This design comes from an exercise in tuning for a short achievable clock period and few clock cycles on the open sky130 flow, not from production work. Only simulation tests tie the RTL to the original design; equivalence was not proved. Power figures rest on the tool's default switching activity, not on a simulated workload.

==> design/flow/design.v <==
`timescale 1ns/1ps
`default_nettype none
module serial_divide(
	input wire clk,
	input wire rst_n,
	input wire start,
	input wire [15:0] num,
	input wire [15:0] denom,
	output wire done,
	output wire [15:0] quotient,
	output wire [15:0] remainder);
	reg [1:0]  st;
	reg [2:0]  cnt;
	reg [15:0] d;
	reg [17:0] d3;
	reg [15:0] r;
	reg [15:0] nq;			 
	localparam
		ST_IDLE = 0,
		ST_RUN  = 1,
		ST_DONE = 2;
	function [16:0] ksa(input [15:0] a, input [15:0] b, input cin);
		reg [15:0] g, p, gk, pk, c;
		integer i, d;
		begin
			g  = a & b;
			p  = a ^ b;
			gk = g;
			pk = p;
			for (d = 1; d < 16; d = d * 2)
				for (i = 15; i >= d; i = i - 1) begin
					gk[i] = gk[i] | (pk[i] & gk[i - d]);
					pk[i] = pk[i] & pk[i - d];
				end
			c[0] = cin;
			for (i = 1; i < 16; i = i + 1) c[i] = gk[i - 1] | (pk[i - 1] & cin);
			ksa = {gk[15] | (pk[15] & cin), p ^ c};
		end
	endfunction
	function [32:0] ksa32(input [31:0] a, input [31:0] b, input cin);
		reg [31:0] g, p, gk, pk, c;
		integer i, d;
		begin
			g  = a & b;
			p  = a ^ b;
			gk = g;
			pk = p;
			for (d = 1; d < 32; d = d * 2)
				for (i = 31; i >= d; i = i - 1) begin
					gk[i] = gk[i] | (pk[i] & gk[i - d]);
					pk[i] = pk[i] & pk[i - d];
				end
			c[0] = cin;
			for (i = 1; i < 32; i = i + 1) c[i] = gk[i - 1] | (pk[i - 1] & cin);
			ksa32 = {gk[31] | (pk[31] & cin), p ^ c};
		end
	endfunction
	wire [17:0] r4 = {r, nq[15:14]};
	wire [32:0] s1 = ksa32({14'b0, r4}, ~{16'b0, d}, 1'b1);
	wire [32:0] s2 = ksa32({14'b0, r4}, ~{15'b0, d, 1'b0}, 1'b1);
	wire [32:0] s3 = ksa32({14'b0, r4}, ~{14'b0, d3}, 1'b1);
	wire [18:0] t1 = {!s1[32], s1[17:0]};
	wire [18:0] t2 = {!s2[32], s2[17:0]};
	wire [18:0] t3 = {!s3[32], s3[17:0]};
	always @(posedge clk) begin
		if (!rst_n) begin
			st <= ST_IDLE;
		end else begin
			case (st)
				ST_IDLE: if (start) begin
					d  <= denom;
					d3 <= {2'b0, denom} + {1'b0, denom, 1'b0};
					if (denom == 16'd0) begin
						r  <= 16'd0;
						nq <= 16'd0;
						st <= ST_DONE;
					end else if (num < denom) begin
						r  <= num;
						nq <= 16'd0;
						st <= ST_DONE;
					end else if (denom[15:8] != 8'h00 || num[15:8] == 8'h00) begin
						r   <= {8'h00, num[15:8]};
						nq  <= {num[7:0], 8'h00};
						cnt <= 3'd3;
						st  <= ST_RUN;
					end else begin
						r   <= 16'd0;
						nq  <= num;
						cnt <= 3'd7;
						st  <= ST_RUN;
					end
				end
				ST_RUN: begin
					if (!t3[18]) begin
						r  <= t3[15:0];
						nq <= {nq[13:0], 2'd3};
					end else if (!t2[18]) begin
						r  <= t2[15:0];
						nq <= {nq[13:0], 2'd2};
					end else if (!t1[18]) begin
						r  <= t1[15:0];
						nq <= {nq[13:0], 2'd1};
					end else begin
						r  <= r4[15:0];
						nq <= {nq[13:0], 2'd0};
					end
					cnt <= cnt - 3'd1;
					if (cnt == 3'd0) st <= ST_DONE;
				end
				default: st <= ST_IDLE;
			endcase
		end
	end
	assign done      = (st == ST_DONE);
	assign quotient  = nq;
	assign remainder = r;
endmodule
`default_nettype none
`timescale 1ns/1ps
module cf_cpu #(
	parameter TOP_VER     = 8'h00,
    parameter BOOT_VECTOR = 16'hF000,
    parameter USE_BARREL  = 1
)(
	input wire clk,
	input wire rst_n,
	output reg [16:0] bus_address,
	output reg bus_wr_en,
	output reg bus_io_flag,
	output reg bus_burst,
	output reg [15:0] bus_data_in,
	output reg bus_enable,
	input wire bus_ready,
	input wire [15:0] bus_data_out
);
	reg [15:0] reg_ACC;
	reg [15:0] reg_INDEX;
	reg [15:0] reg_R0;
	reg [15:0] reg_R1;
	reg [15:0] reg_SP;
	reg [15:0] reg_PC;					 
	reg [4:0]  reg_flags;				 
	reg [15:0] reg_alt;
	reg [15:0] cycle_count;
	localparam
		FLAG_SLT = 0,
		FLAG_SGT = 1,
		FLAG_ULT = 2,
		FLAG_UGT = 3,
		FLAG_EQ  = 4;
	reg [7:0]  qb0, qb1, qb2, qb3, qb4, qb5, qb6, qb7;
	reg [7:0]  qv;						 
	reg [15:0] fpc;						 
	reg [7:0]  ic_d [0:31];
	reg [2:0]  ic_p [0:31];				 
	reg [10:0] ic_tag0, ic_tag1;
	reg [31:0] ic_v;
	reg [1:0]  btype;
	localparam
		BT_EXEC  = 0,					 
		BT_FETCH = 1,					 
		BT_DISC  = 2;					 
	reg [9:0]  xs;
	localparam
		S_DEC = 0,
		S_WAITD = 1,
		S_WAITP = 2,
		S_ALU = 3,
		S_MUL = 4,
		S_DIV = 5,
		S_RET = 6,
		S_SWA = 7,
		S_SWV = 8,
		S_IO = 9;
	localparam [9:0]
		X_DEC = 10'd1 << S_DEC,
		X_WAITD = 10'd1 << S_WAITD,
		X_WAITP = 10'd1 << S_WAITP,
		X_ALU = 10'd1 << S_ALU,
		X_MUL = 10'd1 << S_MUL,
		X_DIV = 10'd1 << S_DIV,
		X_RET = 10'd1 << S_RET,
		X_SWA = 10'd1 << S_SWA,
		X_SWV = 10'd1 << S_SWV,
		X_IO = 10'd1 << S_IO;
	reg [7:0]  xop;
	reg [15:0] opnd;
	reg [15:0] sw_tab;
	reg [15:0] sw_addr;
	reg [31:0] macc;
	reg [17:0] mpa, mpb;
	reg [15:0] mul_b;
	reg [2:0]  mul_cnt;
	wire       div_start = xs[S_ALU] && (xop[7:4] == 4'h4);
	wire       div_done;
	wire [15:0] div_q;
	wire [15:0] div_r;
	serial_divide divider(
		.clk(clk), .rst_n(rst_n),
		.start(div_start), .num(reg_ACC), .denom(opnd),
		.done(div_done), .quotient(div_q), .remainder(div_r));
	function [16:0] ksa(input [15:0] a, input [15:0] b, input cin);
		reg [15:0] g, p, gk, pk, c;
		integer i, d;
		begin
			g  = a & b;
			p  = a ^ b;
			gk = g;
			pk = p;
			for (d = 1; d < 16; d = d * 2)
				for (i = 15; i >= d; i = i - 1) begin
					gk[i] = gk[i] | (pk[i] & gk[i - d]);
					pk[i] = pk[i] & pk[i - d];
				end
			c[0] = cin;
			for (i = 1; i < 16; i = i + 1) c[i] = gk[i - 1] | (pk[i - 1] & cin);
			ksa = {gk[15] | (pk[15] & cin), p ^ c};
		end
	endfunction
	function [32:0] ksa32(input [31:0] a, input [31:0] b, input cin);
		reg [31:0] g, p, gk, pk, c;
		integer i, d;
		begin
			g  = a & b;
			p  = a ^ b;
			gk = g;
			pk = p;
			for (d = 1; d < 32; d = d * 2)
				for (i = 31; i >= d; i = i - 1) begin
					gk[i] = gk[i] | (pk[i] & gk[i - d]);
					pk[i] = pk[i] & pk[i - d];
				end
			c[0] = cin;
			for (i = 1; i < 32; i = i + 1) c[i] = gk[i - 1] | (pk[i - 1] & cin);
			ksa32 = {gk[31] | (pk[31] & cin), p ^ c};
		end
	endfunction
	wire [7:0] op = qb0;
	wire [7:0] b1 = qb1;
	wire [7:0] b2 = qb2;
	wire [2:0] mode = op[2:0];
	wire       is_alu   = (op <= 8'h97) || (op >= 8'hB8 && op <= 8'hC7);
	wire       is_store = (op >= 8'h98 && op <= 8'hB7);
	wire       wide_imm = (op <= 8'h97) && !op[3];
	function [2:0] predec(input [7:0] o);
		reg [1:0] l;
		reg nb;
		begin
			if (o <= 8'hC7) begin
				case (o[2:0])
					3'd0: l = ((o <= 8'h97) && !o[3]) ? 2'd3 : 2'd2;
					3'd1: l = 2'd3;
					3'd3, 3'd4: l = 2'd2;
					default: l = 2'd1;
				endcase
				if (o >= 8'h98 && o <= 8'hB7)
					nb = (o[7:3] == 5'b10011) ? (o[2:0] == 3'd6 || o[2:0] == 3'd7) : 1'b1;
				else
					nb = (o[2:0] != 3'd0);
			end else begin
				case (o)
					8'hD0, 8'hD1, 8'hD2, 8'hD8: l = 2'd3;
					8'hD3, 8'hD4, 8'hD5, 8'hDA, 8'hDB, 8'hEA, 8'hEB: l = 2'd2;
					default: l = 2'd1;
				endcase
				case (o)
					8'hD7, 8'hD8, 8'hD9, 8'hDC, 8'hDD, 8'hEA, 8'hEB: nb = 1'b1;
					default: nb = 1'b0;
				endcase
			end
			predec = {nb, l};
		end
	endfunction
	reg [2:0] pq0, pq1, pq2, pq3, pq4, pq5, pq6, pq7;
	wire [1:0] ilen = pq0[1:0];
	reg have;
	always @* begin
		case (ilen)
			2'd2: have = qv[1];
			2'd3: have = qv[2];
			default: have = qv[0];
		endcase
	end
	wire [15:0] imm  = wide_imm ? {b2, b1} : {8'h00, b1};
	wire [16:0] pc_s1 = ksa(reg_PC, 16'd1, 1'b0);
	wire [16:0] pc_s2 = ksa(reg_PC, 16'd2, 1'b0);
	wire [16:0] pc_s3 = ksa(reg_PC, 16'd3, 1'b0);
	wire [16:0] fpc_s1 = ksa(fpc, 16'd1, 1'b0);
	wire [16:0] fpc_s2 = ksa(fpc, 16'd2, 1'b0);
	wire [15:0] pc_p1 = pc_s1[15:0];
	wire [15:0] pc_p2 = pc_s2[15:0];
	wire [15:0] pc_p3 = pc_s3[15:0];
	wire [15:0] fpc_p1 = fpc_s1[15:0];
	wire [15:0] fpc_p2 = fpc_s2[15:0];
	reg  [15:0] pc_next;
	wire [16:0] sjmp_sum    = ksa(pc_p2, {{8{b1[7]}}, b1}, 1'b0);
	wire [15:0] sjmp_target = sjmp_sum[15:0];
	wire [16:0] ea_ix = ksa(reg_INDEX, {8'h00, b1}, 1'b0);
	wire [16:0] sp_s_p2 = ksa(reg_SP, 16'd2, 1'b0);
	wire [16:0] sp_s_m2 = ksa(reg_SP, 16'hFFFE, 1'b0);
	wire [16:0] sp_s_mb = ksa(reg_SP, ~{8'h00, b1}, 1'b1);
	wire [16:0] ix_s_pa = ksa(reg_INDEX, reg_ACC, 1'b0);
	wire [16:0] r0_s_pa = ksa(reg_R0, reg_ACC, 1'b0);
	wire [16:0] r1_s_pa = ksa(reg_R1, reg_ACC, 1'b0);
	wire [16:0] r0_s_p1 = ksa(reg_R0, 16'd1, 1'b0);
	wire [16:0] r1_s_p1 = ksa(reg_R1, 16'd1, 1'b0);
	wire [16:0] r0_s_m1 = ksa(reg_R0, 16'hFFFF, 1'b0);
	wire [16:0] r1_s_m1 = ksa(reg_R1, 16'hFFFF, 1'b0);
	wire [16:0] ac_s_p1 = ksa(reg_ACC, 16'd1, 1'b0);
	wire [16:0] ac_s_m1 = ksa(reg_ACC, 16'hFFFF, 1'b0);
	wire [16:0] ac_s_ng = ksa(~reg_ACC, 16'd0, 1'b1);
	wire [15:0] sp_p2 = sp_s_p2[15:0];
	wire [15:0] sp_m2 = sp_s_m2[15:0];
	wire [16:0] ea_sp = ksa(reg_SP, {8'h00, b1}, 1'b0);
	reg [15:0] ea;
	always @* begin
		case (mode)
			3'd1: ea = {b2, b1};
			3'd2: ea = reg_INDEX;
			3'd3: ea = ea_ix[15:0];
			3'd4: ea = ea_sp[15:0];
			default: ea = reg_SP;
		endcase
	end
	wire ea_hi = !(mode == 3'd2 || mode == 3'd3 || mode == 3'd4);
	wire        in_alu = xs[S_ALU];
	wire [15:0] A      = reg_ACC;
	function [15:0] alu(input [3:0] f, input [15:0] a, input [15:0] b);
		reg [16:0] sa, ss;
		begin
		sa = ksa(a, b, 1'b0);
		ss = ksa(a, ~b, 1'b1);
		case (f)
			4'h0: alu = b;
			4'h1: alu = sa[15:0];
			4'h2: alu = ss[15:0];
			4'h5: alu = a & b;
			4'h6: alu = a | b;
			4'h7: alu = a ^ b;
			4'h8: alu = {15'b0, a == b};
			4'hB: alu = a >> b[3:0];
			4'hC: alu = a << b[3:0];
			default: alu = a;
		endcase
		end
	endfunction
	function [4:0] cmpf(input [15:0] a, input [15:0] b, input w);
		reg [16:0] u1, u2, s1, s2, t1, t2;
		reg [15:0] as, bs;
		begin
			as = {a[15] ^ w, a[14:8], a[7] ^ !w, a[6:0]};
			bs = {b[15] ^ w, b[14:8], b[7] ^ !w, b[6:0]};
			u1 = ksa(a, ~b, 1'b1);
			u2 = ksa(b, ~a, 1'b1);
			s1 = ksa(as, ~bs, 1'b1);
			s2 = ksa(bs, ~as, 1'b1);
			t1 = ksa({8'h00, as[7:0]}, ~{8'h00, bs[7:0]}, 1'b1);
			t2 = ksa({8'h00, bs[7:0]}, ~{8'h00, as[7:0]}, 1'b1);
			cmpf[FLAG_EQ]  = (a == b);
			cmpf[FLAG_ULT] = !u1[16];
			cmpf[FLAG_UGT] = !u2[16];
			cmpf[FLAG_SLT] = w ? !s1[16] : !t1[16];
			cmpf[FLAG_SGT] = w ? !s2[16] : !t2[16];
		end
	endfunction
	wire [15:0] B_d      = imm;
	wire [15:0] alu_d    = alu(op[7:4], A, B_d);
	wire [4:0]  cmp_d    = cmpf(A, B_d, wide_imm);
	reg         xa16, xbyte;
	wire [15:0] rd_opnd  = xbyte ? {8'h00, bus_data_out[7:0]} : bus_data_out;
	wire [15:0] B_x      = in_alu ? opnd : rd_opnd;
	wire [15:0] alu_x    = alu(xop[7:4], A, B_x);
	wire [4:0]  cmp_x    = cmpf(A, B_x, xa16);
	reg ftest;
	always @* begin
		case (op[2:0])
			3'd0: ftest = reg_flags[FLAG_SLT];
			3'd1: ftest = reg_flags[FLAG_SLT] | reg_flags[FLAG_EQ];
			3'd2: ftest = reg_flags[FLAG_SGT];
			3'd3: ftest = reg_flags[FLAG_SGT] | reg_flags[FLAG_EQ];
			3'd4: ftest = reg_flags[FLAG_ULT];
			3'd5: ftest = reg_flags[FLAG_ULT] | reg_flags[FLAG_EQ];
			3'd6: ftest = reg_flags[FLAG_UGT];
			default: ftest = reg_flags[FLAG_UGT] | reg_flags[FLAG_EQ];
		endcase
	end
	function [15:0] st_data(input [7:0] o, input [15:0] acc, input [15:0] idx);
		st_data = (o[7:4] == 4'hA) ? acc : idx;
	endfunction
	function st_burst(input [7:0] o);
		st_burst = (o[7:4] == 4'hB) | ~o[3];
	endfunction
	wire [31:0] mx = {macc[27:0], 4'b0};
	wire [31:0] my = {14'b0, mpa};
	wire [31:0] mz = {12'b0, mpb, 2'b0};
	wire [32:0] mul_sum  = ksa32(mx ^ my ^ mz, {(mx[30:0] & my[30:0]) | (mx[30:0] & mz[30:0]) | (my[30:0] & mz[30:0]), 1'b0}, 1'b0);
	wire [31:0] mul_next = mul_sum[31:0];
	wire [15:0] mul_b0   = (opnd[15:8] == 8'h00) ? {opnd[7:0], 8'h00} : opnd;
	function [17:0] pp2(input [1:0] m, input [15:0] a);
		reg [32:0] t;
		begin
			t = ksa32({15'b0, m[1] ? a : 16'd0, 1'b0}, {16'b0, m[0] ? a : 16'd0}, 1'b0);
			pp2 = t[17:0];
		end
	endfunction
	wire [17:0] pa_r = pp2(mul_b[13:12], reg_ACC);
	wire [17:0] pb_r = pp2(mul_b[15:14], reg_ACC);
	wire [17:0] pa_h = pp2(opnd[13:12], reg_ACC);
	wire [17:0] pb_h = pp2(opnd[15:14], reg_ACC);
	wire [17:0] pa_l = pp2(opnd[5:4], reg_ACC);
	wire [17:0] pb_l = pp2(opnd[7:6], reg_ACC);
	wire        op_hz = (opnd[15:8] == 8'h00);
	wire [17:0] mul_pa   = xs[S_ALU] ? (op_hz ? pa_l : pa_h) : pa_r;
	wire [17:0] mul_pb   = xs[S_ALU] ? (op_hz ? pb_l : pb_h) : pb_r;
	wire [4:0]  ic_i0 = fpc[4:0];
	wire [4:0]  ic_i1 = fpc[4:0] + 5'd1;
	wire        ic_tm0 = (ic_tag0 == fpc[15:5]);
	wire        ic_tm1 = (ic_tag1 == fpc[15:5]);
	wire        ic_h0 = ic_v[ic_i0] && (fpc[4] ? ic_tm1 : ic_tm0);
	wire        ic_h1 = (fpc[4:0] != 5'd31) && ic_v[ic_i1] && (ic_i1[4] ? ic_tm1 : ic_tm0);
	wire        finfl = bus_enable && (btype != BT_EXEC);	 
	wire bfree  = !bus_enable || bus_ready;
	wire bdone  = bus_enable && bus_ready;
	wire exec_now = have && (!pq0[2] || bfree);
	wire [2:0] pd_lo = predec(bus_data_out[7:0]);
	wire [2:0] pd_hi = predec(bus_data_out[15:8]);
	wire       fapp  = bus_enable && bus_ready && (btype == BT_FETCH);
	wire       capp2 = !finfl && ic_h0 && ic_h1 && !qv[6];
	wire       capp1 = !finfl && ic_h0 && !(ic_h1 && !qv[6]) && !qv[7];
	wire       app2  = fapp || capp2;
	wire       app1  = capp1;
	wire       app   = app2 || app1;
	wire [7:0] a_lo  = finfl ? bus_data_out[7:0]  : ic_d[ic_i0];
	wire [7:0] a_hi  = finfl ? bus_data_out[15:8] : ic_d[ic_i1];
	wire [2:0] a_plo = finfl ? pd_lo : ic_p[ic_i0];
	wire [2:0] a_phi = finfl ? pd_hi : ic_p[ic_i1];
	wire [7:0] lo_pos = ~qv & {qv[6:0], 1'b1};
	wire [7:0] hi_pos = {lo_pos[6:0], 1'b0};
	reg [1:0]  cons;
	reg        flush;
	reg        redir;
	reg [15:0] rtarget;
	reg        xreq;
	reg [16:0] r_addr;
	reg        r_wr, r_io, r_burst;
	reg [15:0] r_din;
	reg        r_wait;
	reg        fetch_ok;
	reg [7:0]  t0, t1, t2, t3, t4, t5, t6, t7, t8, t9;
	reg [2:0]  u0, u1, u2, u3, u4, u5, u6, u7, u8, u9;
	reg [7:0]  qva, qvs;
	reg [15:0] mask_d;
	always @(posedge clk) begin
		if (!rst_n) begin
			bus_enable  <= 1'b0;
			bus_wr_en   <= 1'b0;
			bus_io_flag <= 1'b0;
			reg_PC      <= BOOT_VECTOR;
			fpc         <= BOOT_VECTOR;
			qv          <= 8'h00;
			xs          <= X_DEC;
			btype       <= BT_FETCH;
			cycle_count <= 16'd0;
		end else begin
			cycle_count <= cycle_count + 1'b1;
			cons    = 2'd0;
			flush   = 1'b0;
			redir   = 1'b0;
			rtarget = 16'h0000;
			xreq    = 1'b0;
			r_addr  = 17'h0;
			r_wr    = 1'b0;
			r_io    = 1'b0;
			r_burst = 1'b1;
			r_din   = reg_ACC;
			r_wait  = 1'b1;
			case (1'b1)
				xs[S_DEC]: if (exec_now) begin
					xop   <= op;
					xa16  <= wide_imm;
					xbyte <= !wide_imm && mode != 3'd5;
					if (is_alu) begin
						if (mode == 3'd0) begin
							cons = ilen;
							if (op[7:4] == 4'h3 || op[7:4] == 4'h4) begin
								opnd <= imm;
								xop  <= op;
								xs   <= X_ALU;
							end else begin
								if (op[7:4] == 4'h8) reg_flags <= cmp_d;
								if (op[7:4] == 4'h9) reg_INDEX <= B_d;
								else reg_ACC <= alu_d;
							end
						end else begin
							cons   = ilen;
							xop    <= op;
							if (mode == 3'd5 || mode == 3'd6) reg_SP <= sp_p2;
							xreq   = 1'b1;
							r_addr = {ea_hi, ea};
							xs <= (mode == 3'd6 || mode == 3'd7) ? X_WAITP : X_WAITD;
						end
					end else if (is_store) begin
						if (op[7:3] == 5'b10011) begin	 
							if (mode == 3'd6 || mode == 3'd7) begin
								cons = 2'd1;
								xop  <= op;
								xreq   = 1'b1;
								r_addr = {1'b1, reg_SP};
								xs     <= X_WAITP;
							end else begin
								cons = ilen;
								reg_INDEX <= ea;
							end
						end else begin
							cons   = ilen;
							xop    <= op;
							xreq   = 1'b1;
							if (mode == 3'd6 || mode == 3'd7) begin
								r_addr = {1'b1, reg_SP};
								if (mode == 3'd6) reg_SP <= sp_p2;
								xs <= X_WAITP;
							end else begin
								r_addr  = {ea_hi, ea};
								r_wr    = 1'b1;
								r_din   = st_data(op, reg_ACC, reg_INDEX);
								r_burst = st_burst(op);
								r_wait  = 1'b0;
							end
						end
					end else if (op <= 8'hCF) begin
						cons = 2'd1;
						reg_ACC <= {15'b0, ftest};
					end else begin
						case (op)
							8'hD0, 8'hD1, 8'hD2: begin
								cons = 2'd3;
								if (op == 8'hD0 || (op == 8'hD1 && reg_ACC == 16'd0) || (op == 8'hD2 && reg_ACC != 16'd0)) begin
									redir = 1'b1; rtarget = {b2, b1};
								end
							end
							8'hD3, 8'hD4, 8'hD5: begin
								cons = 2'd2;
								if (op == 8'hD3 || (op == 8'hD4 && reg_ACC == 16'd0) || (op == 8'hD5 && reg_ACC != 16'd0)) begin
									redir = 1'b1; rtarget = sjmp_target;
								end
							end
							8'hD6: begin
								cons = 2'd1;
								redir = 1'b1; rtarget = reg_ACC;
							end
							8'hD7: begin	 
								cons   = 2'd1;
								flush  = 1'b1;
								xreq   = 1'b1;
								r_addr = {1'b0, reg_INDEX};
								sw_tab <= reg_INDEX + 16'd2;
								xs     <= X_SWA;
							end
							8'hD8: begin	 
								cons    = 2'd3;
								xreq    = 1'b1;
								r_addr  = {1'b1, sp_m2};
								r_wr    = 1'b1;
								r_din   = pc_p3;
								r_wait  = 1'b0;
								reg_SP  <= sp_m2;
								redir   = 1'b1;
								rtarget = {b2, b1};
							end
							8'hD9: begin	 
								cons   = 2'd1;
								reg_SP <= sp_p2;
								flush  = 1'b1;
								xreq   = 1'b1;
								r_addr = {1'b1, reg_SP};
								xs     <= X_RET;
							end
							8'hDA: begin cons = 2'd2; reg_SP <= sp_s_mb[15:0]; end
							8'hDB: begin cons = 2'd2; reg_SP <= ea_sp[15:0]; end
							8'hDC, 8'hDD: begin	 
								cons   = 2'd1;
								xreq   = 1'b1;
								r_addr = {1'b1, sp_m2};
								r_wr   = 1'b1;
								r_din  = op[0] ? reg_INDEX : reg_ACC;
								r_wait = 1'b0;
								reg_SP <= sp_m2;
							end
							8'hDE: begin cons = 2'd1; reg_SP <= reg_ACC; end
							8'hDF: begin cons = 2'd1; reg_ACC <= reg_SP; end
							8'hE0: begin cons = 2'd1; reg_ACC <= 16'd0; end
							8'hE1: begin cons = 2'd1; reg_ACC <= ~reg_ACC; end
							8'hE2: begin cons = 2'd1; reg_ACC <= ac_s_ng[15:0]; end
							8'hE3: begin cons = 2'd1; reg_ACC <= (reg_ACC == 16'd0) ? 16'd1 : 16'd0; end
							8'hE4: begin cons = 2'd1; reg_ACC <= ac_s_p1[15:0]; end
							8'hE5: begin cons = 2'd1; reg_ACC <= ac_s_m1[15:0]; end
							8'hE6: begin cons = 2'd1; reg_INDEX <= reg_ACC; end
							8'hE7: begin cons = 2'd1; reg_ACC <= reg_INDEX; end
							8'hE8: begin cons = 2'd1; reg_INDEX <= ix_s_pa[15:0]; end
							8'hE9: begin cons = 2'd1; reg_ACC <= reg_alt; end
							8'hEA, 8'hEB: begin	 
								cons   = 2'd2;
								xreq   = 1'b1;
								r_addr = {9'b0, b1};
								r_io   = 1'b1;
								r_wr   = (op == 8'hEA);
								r_din  = reg_ACC;
								if (op == 8'hEB || b1[7:2] == 6'b111100) begin
									xs <= X_IO;
								end else begin
									r_wait = 1'b0;
								end
							end
							8'hED: begin cons = 2'd1; reg_ACC <= {TOP_VER, 8'h06}; end
							8'hEE: begin cons = 2'd1; reg_ACC <= cycle_count; cycle_count <= 16'd0; end
							8'hEF: begin cons = 2'd1; reg_R0 <= reg_ACC; end
							8'hF0: begin cons = 2'd1; reg_R1 <= reg_ACC; end
							8'hF1: begin cons = 2'd1; reg_ACC <= reg_R0; end
							8'hF2: begin cons = 2'd1; reg_ACC <= reg_R1; end
							8'hF3: begin cons = 2'd1; reg_ACC <= reg_R0; reg_R0 <= reg_ACC; end
							8'hF4: begin cons = 2'd1; reg_ACC <= reg_R1; reg_R1 <= reg_ACC; end
							8'hF5: begin cons = 2'd1; reg_ACC <= r0_s_m1[15:0]; reg_R0 <= r0_s_m1[15:0]; end
							8'hF6: begin cons = 2'd1; reg_ACC <= r1_s_m1[15:0]; reg_R1 <= r1_s_m1[15:0]; end
							8'hF7: begin cons = 2'd1; reg_R0 <= r0_s_pa[15:0]; end
							8'hF8: begin cons = 2'd1; reg_R1 <= r1_s_pa[15:0]; end
							8'hF9: begin cons = 2'd1; reg_INDEX <= r0_s_p1[15:0]; reg_R0 <= r0_s_p1[15:0]; end
							8'hFA: begin cons = 2'd1; reg_INDEX <= r1_s_p1[15:0]; reg_R1 <= r1_s_p1[15:0]; end
							default: cons = 2'd1;		 
						endcase
					end
				end
				xs[S_WAITD]: if (bdone) begin
					if (xop[7:4] == 4'h3 || xop[7:4] == 4'h4) begin
						opnd <= rd_opnd;
						xs <= X_ALU;
					end else begin
						if (xop[7:4] == 4'h8) reg_flags <= cmp_x;
						if (xop[7:4] == 4'h9) reg_INDEX <= B_x;
						else reg_ACC <= alu_x;
						xs <= X_DEC;
					end
				end
				xs[S_WAITP]: if (bdone) begin
					if (xop <= 8'h97 || xop >= 8'hB8) begin		 
						xreq   = 1'b1;
						r_addr = {1'b1, bus_data_out};
						xs     <= X_WAITD;
					end else if (xop[7:3] == 5'b10011) begin	 
						reg_INDEX <= bus_data_out;
						xs <= X_DEC;
					end else begin								 
						xreq    = 1'b1;
						r_addr  = {1'b1, bus_data_out};
						r_wr    = 1'b1;
						r_din   = st_data(xop, reg_ACC, reg_INDEX);
						r_burst = st_burst(xop);
						r_wait  = 1'b0;
						xs <= X_DEC;
					end
				end
				xs[S_ALU]: begin
					if (xop[7:4] == 4'h3) begin
						macc    <= 32'd0;
						mpa     <= mul_pa;
						mpb     <= mul_pb;
						mul_b   <= {mul_b0[11:0], 4'b0};
						mul_cnt <= (opnd[15:8] == 8'h00) ? 3'd1 : 3'd3;
						xs <= X_MUL;
					end else if (xop[7:4] == 4'h4) begin
						xs <= X_DIV;
					end else begin
						if (xop[7:4] == 4'h8) reg_flags <= cmp_x;
						if (xop[7:4] == 4'h9) reg_INDEX <= B_x;
						else reg_ACC <= alu_x;
						xs <= X_DEC;
					end
				end
				xs[S_MUL]: begin
					mpa     <= mul_pa;
					mpb     <= mul_pb;
					macc    <= mul_next;
					mul_b   <= {mul_b[11:0], 4'b0};
					mul_cnt <= mul_cnt - 3'd1;
					if (mul_cnt == 3'd0) begin
						{reg_alt, reg_ACC} <= mul_next;
						xs <= X_DEC;
					end
				end
				xs[S_DIV]: if (div_done) begin
					reg_ACC <= div_q;
					reg_alt <= div_r;
					xs <= X_DEC;
				end
				xs[S_RET]: if (bdone) begin
					redir   = 1'b1;
					rtarget = bus_data_out;
					xs <= X_DEC;
				end
				xs[S_SWA]: if (bdone) begin
					sw_addr <= bus_data_out;
					xreq    = 1'b1;
					r_addr  = {1'b0, sw_tab};
					sw_tab  <= sw_tab + 16'd2;
					xs <= X_SWV;
				end
				xs[S_SWV]: if (bdone) begin
					if (sw_addr == 16'd0) begin
						redir = 1'b1; rtarget = bus_data_out;
						xs <= X_DEC;
					end else if (bus_data_out == reg_ACC) begin
						redir = 1'b1; rtarget = sw_addr;
						xs <= X_DEC;
					end else begin
						xreq   = 1'b1;
						r_addr = {1'b0, sw_tab};
						sw_tab <= sw_tab + 16'd2;
						xs <= X_SWA;
					end
				end
				xs[S_IO]: if (bdone) begin
					reg_ACC <= bus_data_out;
					xs <= X_DEC;
				end
				default: xs <= X_DEC;
			endcase
			if (redir) flush = 1'b1;
			cons = (xs[S_DEC] && exec_now) ? ilen : 2'd0;
			if (xs[S_DEC] && exec_now && (op == 8'hD7 || op == 8'hD9)) flush = 1'b1;
			t0 = (app && lo_pos[0]) ? a_lo : qb0;
			t1 = (app && lo_pos[1]) ? a_lo : (app && hi_pos[1]) ? a_hi : qb1;
			t2 = (app && lo_pos[2]) ? a_lo : (app && hi_pos[2]) ? a_hi : qb2;
			t3 = (app && lo_pos[3]) ? a_lo : (app && hi_pos[3]) ? a_hi : qb3;
			t4 = (app && lo_pos[4]) ? a_lo : (app && hi_pos[4]) ? a_hi : qb4;
			t5 = (app && lo_pos[5]) ? a_lo : (app && hi_pos[5]) ? a_hi : qb5;
			t6 = (app && lo_pos[6]) ? a_lo : (app && hi_pos[6]) ? a_hi : qb6;
			t7 = (app && lo_pos[7]) ? a_lo : (app && hi_pos[7]) ? a_hi : qb7;
			t8 = 8'h00; t9 = 8'h00;
			u0 = (app && lo_pos[0]) ? a_plo : pq0;
			u1 = (app && lo_pos[1]) ? a_plo : (app && hi_pos[1]) ? a_phi : pq1;
			u2 = (app && lo_pos[2]) ? a_plo : (app && hi_pos[2]) ? a_phi : pq2;
			u3 = (app && lo_pos[3]) ? a_plo : (app && hi_pos[3]) ? a_phi : pq3;
			u4 = (app && lo_pos[4]) ? a_plo : (app && hi_pos[4]) ? a_phi : pq4;
			u5 = (app && lo_pos[5]) ? a_plo : (app && hi_pos[5]) ? a_phi : pq5;
			u6 = (app && lo_pos[6]) ? a_plo : (app && hi_pos[6]) ? a_phi : pq6;
			u7 = (app && lo_pos[7]) ? a_plo : (app && hi_pos[7]) ? a_phi : pq7;
			u8 = 3'd1; u9 = 3'd1;
			qva = app2 ? {qv[5:0], 2'b11} : app1 ? {qv[6:0], 1'b1} : qv;
			case (cons)
				2'd1: begin
					qb0 <= t1; qb1 <= t2; qb2 <= t3; qb3 <= t4; qb4 <= t5; qb5 <= t6; qb6 <= t7; qb7 <= t8;
					pq0 <= u1; pq1 <= u2; pq2 <= u3; pq3 <= u4; pq4 <= u5; pq5 <= u6; pq6 <= u7; pq7 <= u8;
					qvs = {1'b0, qva[7:1]};
				end
				2'd2: begin
					qb0 <= t2; qb1 <= t3; qb2 <= t4; qb3 <= t5; qb4 <= t6; qb5 <= t7; qb6 <= t8; qb7 <= t9;
					pq0 <= u2; pq1 <= u3; pq2 <= u4; pq3 <= u5; pq4 <= u6; pq5 <= u7; pq6 <= u8; pq7 <= u9;
					qvs = {2'b0, qva[7:2]};
				end
				2'd3: begin
					qb0 <= t3; qb1 <= t4; qb2 <= t5; qb3 <= t6; qb4 <= t7; qb5 <= t8; qb6 <= t9; qb7 <= t9;
					pq0 <= u3; pq1 <= u4; pq2 <= u5; pq3 <= u6; pq4 <= u7; pq5 <= u8; pq6 <= u9; pq7 <= u9;
					qvs = {3'b0, qva[7:3]};
				end
				default: begin
					qb0 <= t0; qb1 <= t1; qb2 <= t2; qb3 <= t3; qb4 <= t4; qb5 <= t5; qb6 <= t6; qb7 <= t7;
					pq0 <= u0; pq1 <= u1; pq2 <= u2; pq3 <= u3; pq4 <= u4; pq5 <= u5; pq6 <= u6; pq7 <= u7;
					qvs = qva;
				end
			endcase
			qv <= flush ? 8'h00 : qvs;
			case (cons)
				2'd1: pc_next = pc_p1;
				2'd2: pc_next = pc_p2;
				2'd3: pc_next = pc_p3;
				default: pc_next = reg_PC;
			endcase
			reg_PC <= redir ? rtarget : pc_next;
			fetch_ok = (fapp ? !qv[4] : !qv[6]) && !ic_h0 && !xs[S_RET] && !xs[S_SWA] && !xs[S_SWV];
			if (redir) fpc <= rtarget;
			else if (app && !finfl) fpc <= app2 ? fpc_p2 : fpc_p1;
			if (xreq) begin
				bus_enable  <= 1'b1;
				bus_address <= r_addr;
				bus_wr_en   <= r_wr;
				bus_io_flag <= r_io;
				bus_burst   <= r_burst;
				bus_data_in <= r_din;
				btype       <= BT_EXEC;
			end else if (bfree && !redir && fetch_ok) begin
				bus_enable  <= 1'b1;
				bus_address <= {1'b0, fpc};
				bus_wr_en   <= 1'b0;
				bus_io_flag <= 1'b0;
				bus_burst   <= 1'b1;
				btype       <= BT_FETCH;
				fpc         <= fpc_p2;
			end else begin
				if (bfree) begin
					bus_enable  <= 1'b0;
					bus_wr_en   <= 1'b0;
					bus_io_flag <= 1'b0;
				end else if (redir && btype == BT_FETCH) begin
					btype <= BT_DISC;
				end
			end
		end
	end
	wire [15:0] fa0 = bus_address[15:0];
	wire [15:0] bus_addr1 = bus_address[15:0] + 16'd1;
	reg  [31:0] icv_n;
	always @(posedge clk) begin
		if (!rst_n) begin
			ic_v <= 32'd0;
		end else if (finfl) begin
			ic_d[fa0[4:0]]       <= bus_data_out[7:0];
			ic_p[fa0[4:0]]       <= pd_lo;
			ic_d[bus_addr1[4:0]] <= bus_data_out[15:8];
			ic_p[bus_addr1[4:0]] <= pd_hi;
			icv_n = ic_v;
			if (!fa0[4] || !bus_addr1[4]) begin
				if (ic_tag0 != (!fa0[4] ? fa0[15:5] : bus_addr1[15:5])) begin
					ic_tag0 <= !fa0[4] ? fa0[15:5] : bus_addr1[15:5];
					icv_n[15:0] = 16'd0;
				end
			end
			if (fa0[4] || bus_addr1[4]) begin
				if (ic_tag1 != (fa0[4] ? fa0[15:5] : bus_addr1[15:5])) begin
					ic_tag1 <= fa0[4] ? fa0[15:5] : bus_addr1[15:5];
					icv_n[31:16] = 16'd0;
				end
			end
			icv_n[fa0[4:0]]       = 1'b1;
			icv_n[bus_addr1[4:0]] = 1'b1;
			ic_v <= icv_n;
		end
	end
endmodule
==> design/flow/run.sh <==
#!/bin/bash
# synth_recipe.tcl (not shown) runs the flow's synth.tcl, then flattens the netlist and writes it again
# the make line also repeats each setting of config.mk as NAME=value (left out here)
make -C /OpenROAD-flow-scripts/flow DESIGN_CONFIG=/design/flow/config.mk WORK_HOME=/design/flow/orfs CLKGATE_MAP_FILE= SYNTH_SCRIPT=/design/flow/synth_recipe.tcl finish
==> design/flow/config.mk <==
export PLATFORM = sky130hd
export DESIGN_NAME = cf_cpu
export DESIGN_NICKNAME = cf_cpu
export VERILOG_FILES = /design/flow/design.v
export SDC_FILE = /design/flow/constraint.sdc
export NUM_CORES = 4
export LEC_CHECK = 0
export ABC_CLOCK_PERIOD_IN_PS = 3000
export CAP_MARGIN = 20
export CELL_PAD_IN_SITES_DETAIL_PLACEMENT = 1
export CELL_PAD_IN_SITES_GLOBAL_PLACEMENT = 2
export CORE_MARGIN = 2
export CORE_UTILIZATION = 35
export PLACE_DENSITY = 0.55
export SETUP_SLACK_MARGIN = 4.0
export SLEW_MARGIN = 20
==> design/flow/constraint.sdc <==
create_clock -name core_clock -period 7.5 [get_ports {clk}]
set_input_delay 1.5000 -clock core_clock [delete_from_list [all_inputs] [get_ports {clk}]]
set_output_delay 1.5000 -clock core_clock [all_outputs]
set_load 0.01 [all_outputs]
==> impl_metrics.yaml, run 1 <==
outcome:
  run_status: "complete, no violations"
clocking:
  root_buffer: "clkbuf_16"
  cts.sinks: 904
  cts_tree: "yes"
  cts_buffer_depth: 3
  h-tree-depth: 3
  cts_buffers: 119
  path_clk_slew_ns: 0.06
  clock_latency_ns: 0.91
setup_path:
  critPathLaunchType: "flip-flop"
  reg2regPathDepth: 10
  crit_required_ns: 8.05
  arrival_ns: 4.67
  cp-end-kind: "flip-flop"
  path_max_fanout: 7
  critical_path_class: "flip-flop to flip-flop"
power:
  p_comb_frac: 0.651
  switching_share: 0.5000
  power_frac_clock: 0.159
  power_mw: 39.07
  p_per_area_nw_per_um2: 368.6
  power.internal_mw: 19.54
  irDropWorstVdd_uv: 261.2
  switching_power_mw: 19.53
  p_seq_frac: 0.189
  p_leak_nw: 37.53
sta:
  setup_tns_ns: 0
  setup_viol: 0
  skew_ns: 0.1478
  fin_crit_sh: 0.5491
  max_freq_mhz: 242.8
  relSlewSlack: 0.08137
  slew_violations: 0
  finalHoldViolations: 0
  rsz0062_at_grt: "yes"
  worst_slew_pin_slew_ns: 1.378
  period_minus_slack_ns: 4.118
floorplanning:
  die_y_microns: 485.8
  die_x_microns: 485.8
  die_area_sq_um: 236000
  start_util: 0.3527
  placementRows: 176
  io-pin-count: 56
  core_area_sq_um: 230300
cells_and_area:
  syn2layout_area_growth_pct: 30.45
  fin_nets: 10017
  stdcell_count: 12645
  layout_commonest_cell: "nor2_1"
  most-common-layout-cells: "847 x nor2_1, 799 x edfxtp_1, 734 x buf_4"
  drive_above_1_share: 0.3047
flow_run:
  maxCapViolations: 0
global_routing:
  grt_pass1_vias: 82003
  grt_max_degree: 60
  grt_overflow: 0
  antenna_found_initial: 23
  use_met2: 0.6030
  met3_usage: 0.06129
  use_met1: 0.4964
  grt_pass1_wl_microns: 647300
  grt_usage: 0.3810
  busiest_layer: "met2"
drt:
  wl_microns: 471000
  antenna_left: 0
  first_iter_violations: 9177
  drt-pass1-iter-count: 9
  drc_errors: 0
  via_count: 83338
  post_drt_wl_per_cell_microns: 37.25
  vias_per_cell: 6.591
synthesis:
  synth_mux_area_frac: 0.1161
  synthCells: 9001
  synthFlopType: "edfxtp_1"
  yosys_warnings: 2
  synthSimpleGateAreaFrac: 0.1516
  seq_area_frac_synth: 0.3212
  async_reset_ff_frac: 0
  ys_seq_elements: 904
  synth-xor-area-share: 0.05346
  synth.avg_cell_area_sq_um: 9.026
  synth_cell_types: 115
  synth_compound_area_frac: 0.2262
  synthAdderAreaFrac: 0.08021
  synth_top_family_by_area: "compound AO/OA/AOI/OAI gates"
  synth_edf_count: 799
  syn_area_sq_um: 81240
  syn-num-nets: 9522
placement:
  place.gp.congestion: 0.9642
  dp_hpwl_microns: 313800
  portBuffers: 55
  dp_cells: 11670
worst_hold_path:
  hold_path_depth: 2
  hp-class: "flip-flop to flip-flop"
per-stage QoR:
stage / hold WS, ns / setup WS (ns) / util / instance area [sq um]
2_1_floorplan: 0.4206 / 3.323 / - / 82730
3_3_place_gp: 0.4657 / 1.819 / 0.3739 / 86120
3_5_place_dp: 0.4785 / 1.857 / 0.3739 / 86120
4_1_cts: 0.4895 / 3.541 / 0.4370 / 100700
5_1_grt: 0.5085 / 3.366 / 0.4600 / 105900
6_report: 0.4860 / 3.382 / 0.4601 / 106000
cells by family after synthesis:
| logic type | count (synthesis) |
|---|---|
| AO/OA/AOI/OAI | 2790 |
| AND/OR/NAND/NOR | 2666 |
| buffers and inverters | 1013 |
| flip-flops | 904 |
| multiplexers | 630 |
| adder cells (fa/ha/maj) | 503 |
| XOR/XNOR | 495 |
worst max-delay path, cell delays in order, from the launching register on:
cell and delay [ns]:
dfxtp_1 0.77, xnor2_1 0.19, nand4_1 0.14, nor3_1 0.62
nand3_1 0.32, a21oi_1 0.44, nor2_1 0.12, nor2_1 0.53
mux2i_4 0.36, nor3_1 0.06, a221o_1 0.26
area by class of cell:
cell class	instances	area, sq um
repair inverters	2	15.01
multi-input cells	7088	58680
diodes	18	45.04
repair buffers	1122	12080
inverters	259	1136
clock inverters	74	914.6
well taps	3026	3786
clock buffers	152	3183
fillers	25309	124400
flip-flops and latches	904	26140
flip-flops by register name, indices dropped and copies added, names as in the netlist, 17 cells and up:
| name | flops |
|---|---|
| ic_p | 96 |
| bus_address | 17 |
| ic_d | 256 |
| mpa | 18 |
| mpb | 18 |
| divider.d3 | 17 |
| ic_v | 32 |
| macc | 28 |
synth_stat cells, types with 71 or more instances:
master	n	area, sq um
a221oi_1	102	893.4
inv_1	247	927.1
o211ai_1	88	660.6
xnor2_1	276	2417
ha_1	472	5906
xor2_1	218	1909
mux4_2	210	4730
a22oi_1	101	758.2
a21o_1	88	660.6
o221ai_1	72	630.6
a211oi_1	157	1179
o22ai_1	161	1007
nor2b_1	101	631.9
nand3_1	189	945.9
and2_1	102	638.1
nand2_1	644	2417
nor3_1	195	975.9
nor2_1	988	3709
edfxtp_1	799	23990
dfxtp_1	105	2102
mux2i_1	148	1481
nand2b_1	88	550.5
mux2_2	261	2939
o21ai_0	514	2572
a21oi_1	825	4129
clkbuf_1	574	2155
a31oi_1	71	444.2
path summary, 6_finish.rpt:
kind | startpoint | endpoint | slack, ns
max | fpc[12]$_SDFF_PN1_ | pq5[1]$_DFFE_PP_ | 3.38
min reg2reg | xs[9]$_SDFFE_PN0P_ | xs[9]$_SDFFE_PN0P_ | 0.49
max reg2reg | fpc[12]$_SDFF_PN1_ | pq5[1]$_DFFE_PP_ | 3.38
min | xs[9]$_SDFFE_PN0P_ | xs[9]$_SDFFE_PN0P_ | 0.49
power groups by stage:
stage	logic [mW]	registers (mW)	clock network, mW
6_report	25.5	7.39	6.22
5_1_grt	26.3	7.43	6.46
4_1_cts	22.7	7.34	6.28
3_5_place_dp	18.4	7.51	0
3_3_place_gp	18.3	7.50	0
2_1_floorplan	11.6	7.05	0
layer usage:
layer | share of wire | wire (microns) | vias up
met5 | 0.00025 | 119 | -
met4 | 0.066 | 31110 | 16
met3 | 0.078 | 36900 | 1129
met2 | 0.45 | 212500 | 4030
met1 | 0.40 | 190400 | 43002
li1 | - | - | 35161
what timing repair did:
| action | in CTS | in global routing |
|---|---|---|
| pin swaps | 302 | 371 |
| gates resized for setup | 1228 | 647 |
| setup buffers | 456 | 224 |
| endpoints found under the setup margin | 1224 | 492 |
| hold buffers | 0 | 0 |
| gates cloned | 36 | 13 |
Testbench counts, summed over its fixed seeds: cycles 166,442.
==> run 2: changes to the inputs <==
--- a/design/flow/design.v
+++ b/design/flow/design.v
@@ -7,7 +7,10 @@
 	input wire [15:0] num,
 	input wire [15:0] denom,
-	output wire done,
+	output wire done,					 
+	output wire last,					 
 	output wire [15:0] quotient,
-	output wire [15:0] remainder);
+	output wire [15:0] remainder,
+	output wire [15:0] quotient_n,
+	output wire [15:0] remainder_n);
 	reg [1:0]  st;
 	reg [2:0]  cnt;
@@ -63,4 +66,20 @@
 	wire [18:0] t2 = {!s2[32], s2[17:0]};
 	wire [18:0] t3 = {!s3[32], s3[17:0]};
+	reg  [15:0] r_step, nq_step;
+	always @* begin
+		if (!t3[18]) begin
+			r_step  = t3[15:0];
+			nq_step = {nq[13:0], 2'd3};
+		end else if (!t2[18]) begin
+			r_step  = t2[15:0];
+			nq_step = {nq[13:0], 2'd2};
+		end else if (!t1[18]) begin
+			r_step  = t1[15:0];
+			nq_step = {nq[13:0], 2'd1};
+		end else begin
+			r_step  = r4[15:0];
+			nq_step = {nq[13:0], 2'd0};
+		end
+	end
 	always @(posedge clk) begin
 		if (!rst_n) begin
@@ -92,17 +111,6 @@
 				end
 				ST_RUN: begin
-					if (!t3[18]) begin
-						r  <= t3[15:0];
-						nq <= {nq[13:0], 2'd3};
-					end else if (!t2[18]) begin
-						r  <= t2[15:0];
-						nq <= {nq[13:0], 2'd2};
-					end else if (!t1[18]) begin
-						r  <= t1[15:0];
-						nq <= {nq[13:0], 2'd1};
-					end else begin
-						r  <= r4[15:0];
-						nq <= {nq[13:0], 2'd0};
-					end
+					r   <= r_step;
+					nq  <= nq_step;
 					cnt <= cnt - 3'd1;
 					if (cnt == 3'd0) st <= ST_DONE;
@@ -113,4 +121,7 @@
 	end
 	assign done      = (st == ST_DONE);
+	assign last      = (st == ST_RUN) && (cnt == 3'd0);
+	assign quotient_n  = nq_step;
+	assign remainder_n = r_step;
 	assign quotient  = nq;
 	assign remainder = r;
@@ -150,8 +161,9 @@
 		FLAG_EQ  = 4;
 	reg [7:0]  qb0, qb1, qb2, qb3, qb4, qb5, qb6, qb7;
+	reg [3:0]  pq0, pq1, pq2, pq3, pq4, pq5, pq6, pq7;	 
 	reg [7:0]  qv;						 
 	reg [15:0] fpc;						 
 	reg [7:0]  ic_d [0:31];
-	reg [2:0]  ic_p [0:31];				 
+	reg [3:0]  ic_p [0:31];				 
 	reg [10:0] ic_tag0, ic_tag1;
 	reg [31:0] ic_v;
@@ -193,11 +205,12 @@
 	reg [2:0]  mul_cnt;
 	wire       div_start = xs[S_ALU] && (xop[7:4] == 4'h4);
-	wire       div_done;
-	wire [15:0] div_q;
-	wire [15:0] div_r;
+	wire       div_done, div_last;
+	wire [15:0] div_q, div_qn;
+	wire [15:0] div_r, div_rn;
 	serial_divide divider(
 		.clk(clk), .rst_n(rst_n),
 		.start(div_start), .num(reg_ACC), .denom(opnd),
-		.done(div_done), .quotient(div_q), .remainder(div_r));
+		.done(div_done), .last(div_last), .quotient(div_q), .remainder(div_r),
+		.quotient_n(div_qn), .remainder_n(div_rn));
 	function [16:0] ksa(input [15:0] a, input [15:0] b, input cin);
 		reg [15:0] g, p, gk, pk, c;
@@ -242,6 +255,6 @@
 	wire       is_alu   = (op <= 8'h97) || (op >= 8'hB8 && op <= 8'hC7);
 	wire       is_store = (op >= 8'h98 && op <= 8'hB7);
-	wire       wide_imm = (op <= 8'h97) && !op[3];
-	function [2:0] predec(input [7:0] o);
+	wire       wide_imm = pq0[3];
+	function [3:0] predec(input [7:0] o);
 		reg [1:0] l;
 		reg nb;
@@ -269,8 +282,7 @@
 				endcase
 			end
-			predec = {nb, l};
+			predec = {(o <= 8'h97) && !o[3], nb, l};
 		end
 	endfunction
-	reg [2:0] pq0, pq1, pq2, pq3, pq4, pq5, pq6, pq7;
 	wire [1:0] ilen = pq0[1:0];
 	reg have;
@@ -417,12 +429,13 @@
 	wire        ic_tm0 = (ic_tag0 == fpc[15:5]);
 	wire        ic_tm1 = (ic_tag1 == fpc[15:5]);
+	wire [31:0] ic_vr  = {ic_v[0], ic_v[31:1]};		 
 	wire        ic_h0 = ic_v[ic_i0] && (fpc[4] ? ic_tm1 : ic_tm0);
-	wire        ic_h1 = (fpc[4:0] != 5'd31) && ic_v[ic_i1] && (ic_i1[4] ? ic_tm1 : ic_tm0);
+	wire        ic_h1 = (fpc[4:0] != 5'd31) && ic_vr[ic_i0] && ((fpc[4] ^ (fpc[3:0] == 4'hF)) ? ic_tm1 : ic_tm0);
 	wire        finfl = bus_enable && (btype != BT_EXEC);	 
 	wire bfree  = !bus_enable || bus_ready;
 	wire bdone  = bus_enable && bus_ready;
 	wire exec_now = have && (!pq0[2] || bfree);
-	wire [2:0] pd_lo = predec(bus_data_out[7:0]);
-	wire [2:0] pd_hi = predec(bus_data_out[15:8]);
+	wire [3:0] pd_lo = predec(bus_data_out[7:0]);
+	wire [3:0] pd_hi = predec(bus_data_out[15:8]);
 	wire       fapp  = bus_enable && bus_ready && (btype == BT_FETCH);
 	wire       capp2 = !finfl && ic_h0 && ic_h1 && !qv[6];
@@ -433,6 +446,6 @@
 	wire [7:0] a_lo  = finfl ? bus_data_out[7:0]  : ic_d[ic_i0];
 	wire [7:0] a_hi  = finfl ? bus_data_out[15:8] : ic_d[ic_i1];
-	wire [2:0] a_plo = finfl ? pd_lo : ic_p[ic_i0];
-	wire [2:0] a_phi = finfl ? pd_hi : ic_p[ic_i1];
+	wire [3:0] a_plo = finfl ? pd_lo : ic_p[ic_i0];
+	wire [3:0] a_phi = finfl ? pd_hi : ic_p[ic_i1];
 	wire [7:0] lo_pos = ~qv & {qv[6:0], 1'b1};
 	wire [7:0] hi_pos = {lo_pos[6:0], 1'b0};
@@ -448,5 +461,5 @@
 	reg        fetch_ok;
 	reg [7:0]  t0, t1, t2, t3, t4, t5, t6, t7, t8, t9;
-	reg [2:0]  u0, u1, u2, u3, u4, u5, u6, u7, u8, u9;
+	reg [3:0]  u0, u1, u2, u3, u4, u5, u6, u7, u8, u9;
 	reg [7:0]  qva, qvs;
 	reg [15:0] mask_d;
@@ -665,5 +678,5 @@
 						mpb     <= mul_pb;
 						mul_b   <= {mul_b0[11:0], 4'b0};
-						mul_cnt <= (opnd[15:8] == 8'h00) ? 3'd1 : 3'd3;
+						mul_cnt <= op_hz ? 3'd1 : 3'd3;
 						xs <= X_MUL;
 					end else if (xop[7:4] == 4'h4) begin
@@ -687,7 +700,7 @@
 					end
 				end
-				xs[S_DIV]: if (div_done) begin
-					reg_ACC <= div_q;
-					reg_alt <= div_r;
+				xs[S_DIV]: if (div_done || div_last) begin
+					reg_ACC <= div_done ? div_q : div_qn;
+					reg_alt <= div_done ? div_r : div_rn;
 					xs <= X_DEC;
 				end
@@ -744,5 +757,5 @@
 			u6 = (app && lo_pos[6]) ? a_plo : (app && hi_pos[6]) ? a_phi : pq6;
 			u7 = (app && lo_pos[7]) ? a_plo : (app && hi_pos[7]) ? a_phi : pq7;
-			u8 = 3'd1; u9 = 3'd1;
+			u8 = 4'd1; u9 = 4'd1;
 			qva = app2 ? {qv[5:0], 2'b11} : app1 ? {qv[6:0], 1'b1} : qv;
 			case (cons)
==> impl_metrics.yaml, run 2 <==
outcome:
  run_status: "complete, no violations"
floorplanning:
  placementRows: 181
  die_y_microns: 497.8
  start_util: 0.3516
  die_x_microns: 497.8
  die_area_sq_um: 247800
  core_area_sq_um: 242800
  io-pin-count: 56
synthesis:
  yosys-top-cells-area: "edfxtp_1 30%, ha_1 6.9%, mux4_2 5.5%"
  synthAdderAreaFrac: 0.07631
  synth-xor-area-share: 0.04822
  synth_edf_count: 839
  synthSimpleGateAreaFrac: 0.1534
  syn-num-nets: 9911
  synthCells: 9392
  synth_top_area_frac: 0.2952
  syn_area_sq_um: 85350
  ys_seq_elements: 944
  synthFlopType: "edfxtp_1"
  seq_area_frac_synth: 0.3198
  synth.avg_cell_area_sq_um: 9.087
  synthTopCellsByCount: "863 x nor2_1, 839 x edfxtp_1, 769 x nand2_1"
  yosys_warnings: 2
  synth_compound_area_frac: 0.2291
  synth_cell_types: 117
  synth_top_family_by_area: "compound AO/OA/AOI/OAI gates"
  async_reset_ff_frac: 0
  synth_most_common_cell: "nor2_1"
  yosys.area.top_type: "edfxtp_1"
  synth_mux_area_frac: 0.1206
sta:
  setup_viol: 0
  whs_ns: 0.4883
  period_minus_slack_ns: 4.019
  skew_ns: 0.1005
  slew_violations: 0
  rsz0062_at_grt: "yes"
  finalHoldViolations: 0
  worst_slew_pin_slew_ns: 1.250
  max_freq_mhz: 248.8
  fin_crit_sh: 0.5359
  setup_tns_ns: 0
  relSlewSlack: 0.1642
clocking:
  path_clk_slew_ns: 0.06
  root_buffer: "clkbuf_16"
  cts_buffer_depth: 3
  cts_tree: "yes"
  cts.sinks: 944
  hold_buffers: 0
  clock_latency_ns: 0.87
  h-tree-depth: 4
  cts_buffers: 133
global_routing:
  grt_pass1_vias: 85949
  grt_pass1_wl_microns: 683800
  grt_usage: 0.3834
  grt_max_degree: 74
  grt_overflow: 0
  antenna_found_initial: 27
cells_and_area:
  fin_nets: 10395
  fillers: 26530
  syn2layout_area_growth_pct: 30.86
  largest_reg_flops: 256
  drive_above_1_share: 0.3025
  layout_commonest_cell: "edfxtp_1"
  most-common-layout-cells: "839 x edfxtp_1, 796 x nor2_1, 744 x buf_4"
  final_util: 0.4600
drt:
  antenna_left: 0
  wl_met3_microns: 40670
  met2WireLength_microns: 226500
  met1_length_microns: 198200
  first_iter_violations: 9725
  drt-pass1-iter-count: 7
  drc_errors: 0
  top_layer_used: "met5"
  post_drt_wl_per_cell_microns: 37.90
  vias_per_cell: 6.655
  via_count: 87798
  wl_microns: 500100
setup_path:
  reg2reg_slack_ns: 3.48
  arrival_ns: 4.56
  crit_top_cell: "nand2_1"
  crit_required_ns: 8.04
  critPathLaunchType: "flip-flop"
  path_cells: "nand2_1 > ha_1 > nor4_4 > nand2_1 > o211ai_4 > a21boi_1 > a2111o_1 > a41oi_1 > o2111ai_1"
  critical_path_class: "flip-flop to flip-flop"
  cp-end-kind: "flip-flop"
  cp_slowest_stage_delay_ns: 0.70
  slowest_stage: "edfxtp_1"
  path_max_fanout: 7
placement:
  portBuffers: 55
  place.gp.congestion: 0.9574
  dp_hpwl_microns: 332300
power:
  irDropWorstVdd_uv: 236.7
  p_leak_nw: 39.18
  p_per_area_nw_per_um2: 355.6
flow_run:
  maxCapViolations: 0
worst_hold_path:
  hp-class: "flip-flop to flip-flop"
run 2: changes by cell type after synthesis, moves of 28 or more:
cell	before	now
a21oi_1	825	672
nand2_1	644	769
nor2_1	988	863
mux2i_1	148	263
clkbuf_1	574	643
a2bb2oi_1	8	60
nor3_1	195	245
xor2_1	218	173
edfxtp_1	799	839
a211oi_1	157	122
a22oi_1	101	132
o21ai_0	514	485
a221o_1	62	34
run 2: worst paths after layout:
check                        startpoint                     to  cells past startpoint
setup / recovery       qb2[3]$_DFFE_PP_  reg_ACC[15]$_DFFE_PP_                      9
hold reg to reg   ic_v[13]$_SDFFE_PN0P_  ic_v[13]$_SDFFE_PN0P_                      1
hold / removal    ic_v[13]$_SDFFE_PN0P_  ic_v[13]$_SDFFE_PN0P_                      1
setup reg to reg       qb2[3]$_DFFE_PP_  reg_ACC[15]$_DFFE_PP_                      9
run 2: logic make-up (layout without fill, tap and decap cells):
| group | after synthesis | after routing |
|---|---|---|
| fa+ha+maj | 503 | 503 |
| other cells | 0 | 11 |
| compound gates | 2856 | 2859 |
| mux | 727 | 727 |
| flops | 944 | 944 |
| buf+inv | 1106 | 1681 |
| simple gates | 2787 | 2797 |
| xor+xnor | 469 | 469 |
run 2: layout make-up:
| class | instances | area [sq um] | area share |
|---|---|---|---|
| repair buffers | 1163 | 12490 | 0.1119 |
| clock buffers | 170 | 3540 | 0.03169 |
| flip-flops and latches | 944 | 27360 | 0.2449 |
| diodes | 11 | 27.53 | 0.0002465 |
| repair inverters | 4 | 35.03 | 0.0003137 |
| multi-input cells | 7355 | 62020 | 0.5553 |
| inverters | 275 | 1244 | 0.01114 |
| clock inverters | 69 | 967.2 | 0.008660 |
| well taps | 3202 | 4006 | 0.03587 |
run 2: routing by layer:
metal  track usage  vias to the layer above
li1              -                    36917
met2        0.6125                     4218
met1        0.4880                    45451
met3       0.07001                     1190
met5             0                        -
met4        0.2137                       22
run 2: repair_timing:
| item | in CTS | in global routing |
|---|---|---|
| pin swaps | 323 | 381 |
| resized for setup | 1202 | 649 |
| buffers inserted | 480 | 273 |
| gates cloned | 41 | 10 |
| setup endpoints to repair | 1279 | 486 |
run 2: stage by stage:
step	power, mW	setup WS (ns)	cells	instance area [sq um]
floorplan	19.16	3.075	9392	87510
global placement	26.50	1.492	12137	90520
detailed placement	26.63	1.496	12138	90540
CTS	37.08	3.546	12898	106000
global route	40.74	3.427	13183	111700
finish	39.72	3.481	13193	111700
run 2: report_power, final:
part | total [mW] | internal (mW) | leakage (nW) | switching (mW)
Sequential | 7.67 | 6.86 | 8.51 | 0.805
Combinational | 25.3 | 9.31 | 28.5 | 16.0
Clock | 6.74 | 3.79 | 2.16 | 2.95
run 2: worst max-delay path: cells and delay by family, from the launching register on:
kind | cells | cell delay [ns]
compound gates | 5 | 1.44
simple gates | 3 | 1.02
flops | 1 | 0.70
fa+ha+maj | 1 | 0.60
Testbench counts of run 2, summed over its fixed seeds: cycles 166,072.
==> run 3: changes to the inputs <==
--- a/design/flow/design.v
+++ b/design/flow/design.v
@@ -166,4 +166,6 @@
 	reg [7:0]  ic_d [0:31];
 	reg [3:0]  ic_p [0:31];				 
+	reg [7:0]  ic_dr [0:31];			 
+	reg [3:0]  ic_pr [0:31];
 	reg [10:0] ic_tag0, ic_tag1;
 	reg [31:0] ic_v;
@@ -445,7 +447,7 @@
 	wire       app   = app2 || app1;
 	wire [7:0] a_lo  = finfl ? bus_data_out[7:0]  : ic_d[ic_i0];
-	wire [7:0] a_hi  = finfl ? bus_data_out[15:8] : ic_d[ic_i1];
+	wire [7:0] a_hi  = finfl ? bus_data_out[15:8] : ic_dr[ic_i0];
 	wire [3:0] a_plo = finfl ? pd_lo : ic_p[ic_i0];
-	wire [3:0] a_phi = finfl ? pd_hi : ic_p[ic_i1];
+	wire [3:0] a_phi = finfl ? pd_hi : ic_pr[ic_i0];
 	wire [7:0] lo_pos = ~qv & {qv[6:0], 1'b1};
 	wire [7:0] hi_pos = {lo_pos[6:0], 1'b0};
@@ -737,4 +739,8 @@
 				default: xs <= X_DEC;
 			endcase
+			if (xs[S_DEC] && have && is_alu && mode == 3'd0 && op[7:4] != 4'h3 && op[7:4] != 4'h4 && op[7:4] != 4'h9)
+				reg_ACC <= alu_d;
+			if ((xs[S_ALU] || (xs[S_WAITD] && bdone)) && xop[7:4] != 4'h3 && xop[7:4] != 4'h4 && xop[7:4] != 4'h9)
+				reg_ACC <= alu_x;
 			if (redir) flush = 1'b1;
 			cons = (xs[S_DEC] && exec_now) ? ilen : 2'd0;
@@ -830,4 +836,8 @@
 			ic_d[bus_addr1[4:0]] <= bus_data_out[15:8];
 			ic_p[bus_addr1[4:0]] <= pd_hi;
+			ic_dr[fa0[4:0] - 5'd1] <= bus_data_out[7:0];
+			ic_pr[fa0[4:0] - 5'd1] <= pd_lo;
+			ic_dr[fa0[4:0]]        <= bus_data_out[15:8];
+			ic_pr[fa0[4:0]]        <= pd_hi;
 			icv_n = ic_v;
 			if (!fa0[4] || !bus_addr1[4]) begin
==> impl_metrics.yaml, run 3 <==
outcome:
  run_status: "complete, no violations"
synthesis:
  synthFlopType: "edfxtp_1"
  yosys.area.top_type: "edfxtp_1"
  synth_cell_types: 113
  synthCells: 10913
  synth_edf_count: 1223
  synth.avg_cell_area_sq_um: 9.370
  seq_area_frac_synth: 0.3797
  synth_top_area_frac: 0.3591
  yosys-top-cells-area: "edfxtp_1 36%, ha_1 5.8%, mux2_2 4.7%"
  async_reset_ff_frac: 0
  synthTopCellsByCount: "1223 x edfxtp_1, 1045 x nand2_1, 1012 x nor2_1"
  yosys_warnings: 2
  syn_area_sq_um: 102300
  syn-num-nets: 11433
  ys_seq_elements: 1328
  synth_most_common_cell: "edfxtp_1"
clocking:
  root_buffer: "clkbuf_16"
  clock_latency_ns: 0.91
  cts_tree: "yes"
  hold_buffers: 0
  cts_buffers: 172
  h-tree-depth: 4
  path_clk_slew_ns: 0.06
  cts.sinks: 1328
  cts_buffer_depth: 4
floorplanning:
  placementRows: 198
  die_x_microns: 544.5
  core_area_sq_um: 290800
  die_y_microns: 544.5
  start_util: 0.3516
  die_area_sq_um: 296500
  io-pin-count: 56
setup_path:
  crit_family: "compound AO/OA/AOI/OAI gates"
  crit_top_cell: "buf_12"
  cp_slowest_stage_delay_ns: 0.54
  critPathLaunchType: "flip-flop"
  path_cells: "buf_12 > buf_12 > buf_16 > buf_4 > mux4_2 > a22o_4 > a2111oi_4 > a211o_4 > buf_6 > a22oi_2 > o22a_1 > a222oi_1 > a21oi_1"
  cp-end-kind: "flip-flop"
  reg2reg_slack_ns: 3.60
  arrival_ns: 4.47
  r2r-start: "fpc[0]$_SDFFE_PN0N_"
  crit_required_ns: 8.07
  crit_buf_inv: 5
  startpoint: "fpc[0]$_SDFFE_PN0N_"
  path_max_fanout: 7
  critical_path_class: "flip-flop to flip-flop"
  reg2reg_to: "qb3[1]$_DFFE_PP_"
  slowest_stage: "mux4_2"
  reg2regPathDepth: 13
sta:
  max_freq_mhz: 256.4
  finalHoldViolations: 0
  setup_tns_ns: 0
  worst_slew_pin_slew_ns: 1.250
  slew_violations: 0
  relSlewSlack: 0.1669
  period_minus_slack_ns: 3.900
  skew_ns: 0.08759
  rsz0062_at_grt: "yes"
  setup_viol: 0
  fin_crit_sh: 0.5200
  whs_ns: 0.4701
global_routing:
  grt_max_degree: 65
  grt_pass1_wl_microns: 795500
  grt_usage: 0.3768
  antenna_found_initial: 36
  grt_pass1_vias: 98762
  grt_overflow: 0
cells_and_area:
  drive_above_1_share: 0.2956
  layout_commonest_cell: "edfxtp_1"
  fin_nets: 11951
  regArea_sq_um: 38890
  fillers: 31766
  syn2layout_area_growth_pct: 28.01
  final_util: 0.4501
  multi_input_area_sq_um: 66800
  stdcell_count: 15463
  most-common-layout-cells: "1223 x edfxtp_1, 957 x nand2_1, 929 x nor2_1"
worst_hold_path:
  hold_path_end: "ic_v[23]$_SDFFE_PN0P_"
  hold_path_depth: 2
  hp-start: "ic_v[23]$_SDFFE_PN0P_"
  hp-class: "flip-flop to flip-flop"
placement:
  dp_cells: 14332
  place.gp.congestion: 0.9665
  dp_hpwl_microns: 389000
  portBuffers: 55
drt:
  antenna_left: 0
  wl_microns: 583300
  post_drt_wl_per_cell_microns: 37.72
  via_count: 100422
  drt-pass1-iter-count: 9
  first_iter_violations: 11366
  vias_per_cell: 6.494
  drc_errors: 0
power:
  p_leak_nw: 46.11
  p_per_area_nw_per_um2: 356.9
  irDropWorstVdd_uv: 986.0
flow_run:
  maxCapViolations: 0
-- run 3: final cells by class --
cell class | instances | area share
Timing Repair Buffer | 1319 | 0.1064
Clock buffer | 222 | 0.03487
Timing Repair inverter | 1 | 0.00006691
Clock inverter | 72 | 0.004340
Tap cell | 3900 | 0.03728
Multi-Input combinational cell | 8325 | 0.5103
Antenna cell | 12 | 0.0002294
Sequential cell | 1328 | 0.2971
Inverter | 284 | 0.009425
-- run 3: logic make-up after synthesis --
family,Yosys count,synth area share
buf+inv,1269,0.04958
simple gates,3261,0.1462
xor+xnor,444,0.03911
fa+ha+maj,503,0.06370
flops,1328,0.3797
compound gates,3325,0.2166
mux,783,0.1051
-- run 3: worst max path at each step --
| stage | to | slack [ns] | depth (start not counted) |
|---|---|---|---|
| after floorplan | reg_ACC[15]$_DFFE_PP_ | 3.07 | 14 |
| after global placement | fpc[14]$_SDFF_PN1_ | 1.75 | 12 |
| after detailed placement | pq1[1]$_DFFE_PP_ | 1.77 | 11 |
| after CTS | reg_ACC[15]$_DFFE_PP_ | 3.53 | 12 |
| after global routing | qb1[3]$_DFFE_PP_ | 3.50 | 13 |
| final | qb3[1]$_DFFE_PP_ | 3.60 | 13 |
-- run 3: power by group --
group          internal [mW]  switching [mW]
sequential              9.36           0.700
combinational           10.2            18.4
clock                   4.54            3.52
total                   24.1            22.6
-- run 3: worst register-to-register path, stage by stage, from the launching register on --
cell and delay, ns:
dfxtp_4 0.42, buf_12 0.21, buf_12 0.15, buf_16 0.12, buf_4 0.11, mux4_2 0.54
a22o_4 0.30, a2111oi_4 0.48, a211o_4 0.36, buf_6 0.15, a22oi_2 0.07, o22a_1 0.27
a222oi_1 0.35, a21oi_1 0.11
-- run 3: through the flow --
step | setup slack [ns] | power [mW] | area (sq um)
final | 3.600 | 46.71 | 130900
after global routing | 3.498 | 47.97 | 130900
after CTS | 3.535 | 43.84 | 125000
after detailed placement | 1.769 | 31.84 | 108600
after global placement | 1.753 | 31.67 | 108500
after floorplan | 3.070 | 22.66 | 104000
-- run 3: per-layer routing --
layer	track usage	vias up	wire, microns
met5	0	-	72
met4	0.2188	12	41430
met3	0.05748	1307	43740
met2	0.5941	4692	262600
met1	0.4899	52007	235500
li1	-	42404	-
-- run 3: timing repair --
item                                    4_1_cts  5_1_grt
resized for setup                          1233      768
setup buffers                               520      254
pin swaps                                   322      419
cloned                                       39       12
endpoints found under the setup margin     1661      895
Testbench counts of run 3, summed over its fixed seeds: cycles 166,072.

[separate check: timing with driven ports]
The results above use ideal ports. As a check the final layouts listed here were re-extracted and re-timed, cells and wires unchanged.
Step 1 (the two cells are an assumption about what drives the block):
set clk [get_ports {clk}]
set_driving_cell -lib_cell sky130_fd_sc_hd__clkbuf_16 $clk
set_driving_cell -lib_cell sky130_fd_sc_hd__buf_2 [delete_from_list [all_inputs] $clk]
Step 2 times the ports against the registers' clock, not the clock port: input delays grow and output delays shrink by t, the midpoint of the rising clock arrivals with the driver on.
Slacks: no drivers / after step 1 / after step 2; pairs: no drivers / after step 1.
run | t (ns) | setup WS [ns] | cell pins on the clock port's net
run 1 | 0.938 | 3.382 / 3.382 / 2.569 | 1
run 2 | 0.930 | 3.481 / 3.481 / 2.717 | 1
run 3 | 0.962 | 3.600 / 3.412 / 2.451 | 1
After both steps setup and hold are still met in every run listed. The setup slack of run 3, which loses most, moves by -0.188 ns with the drivers and by -1.149 ns with both steps.
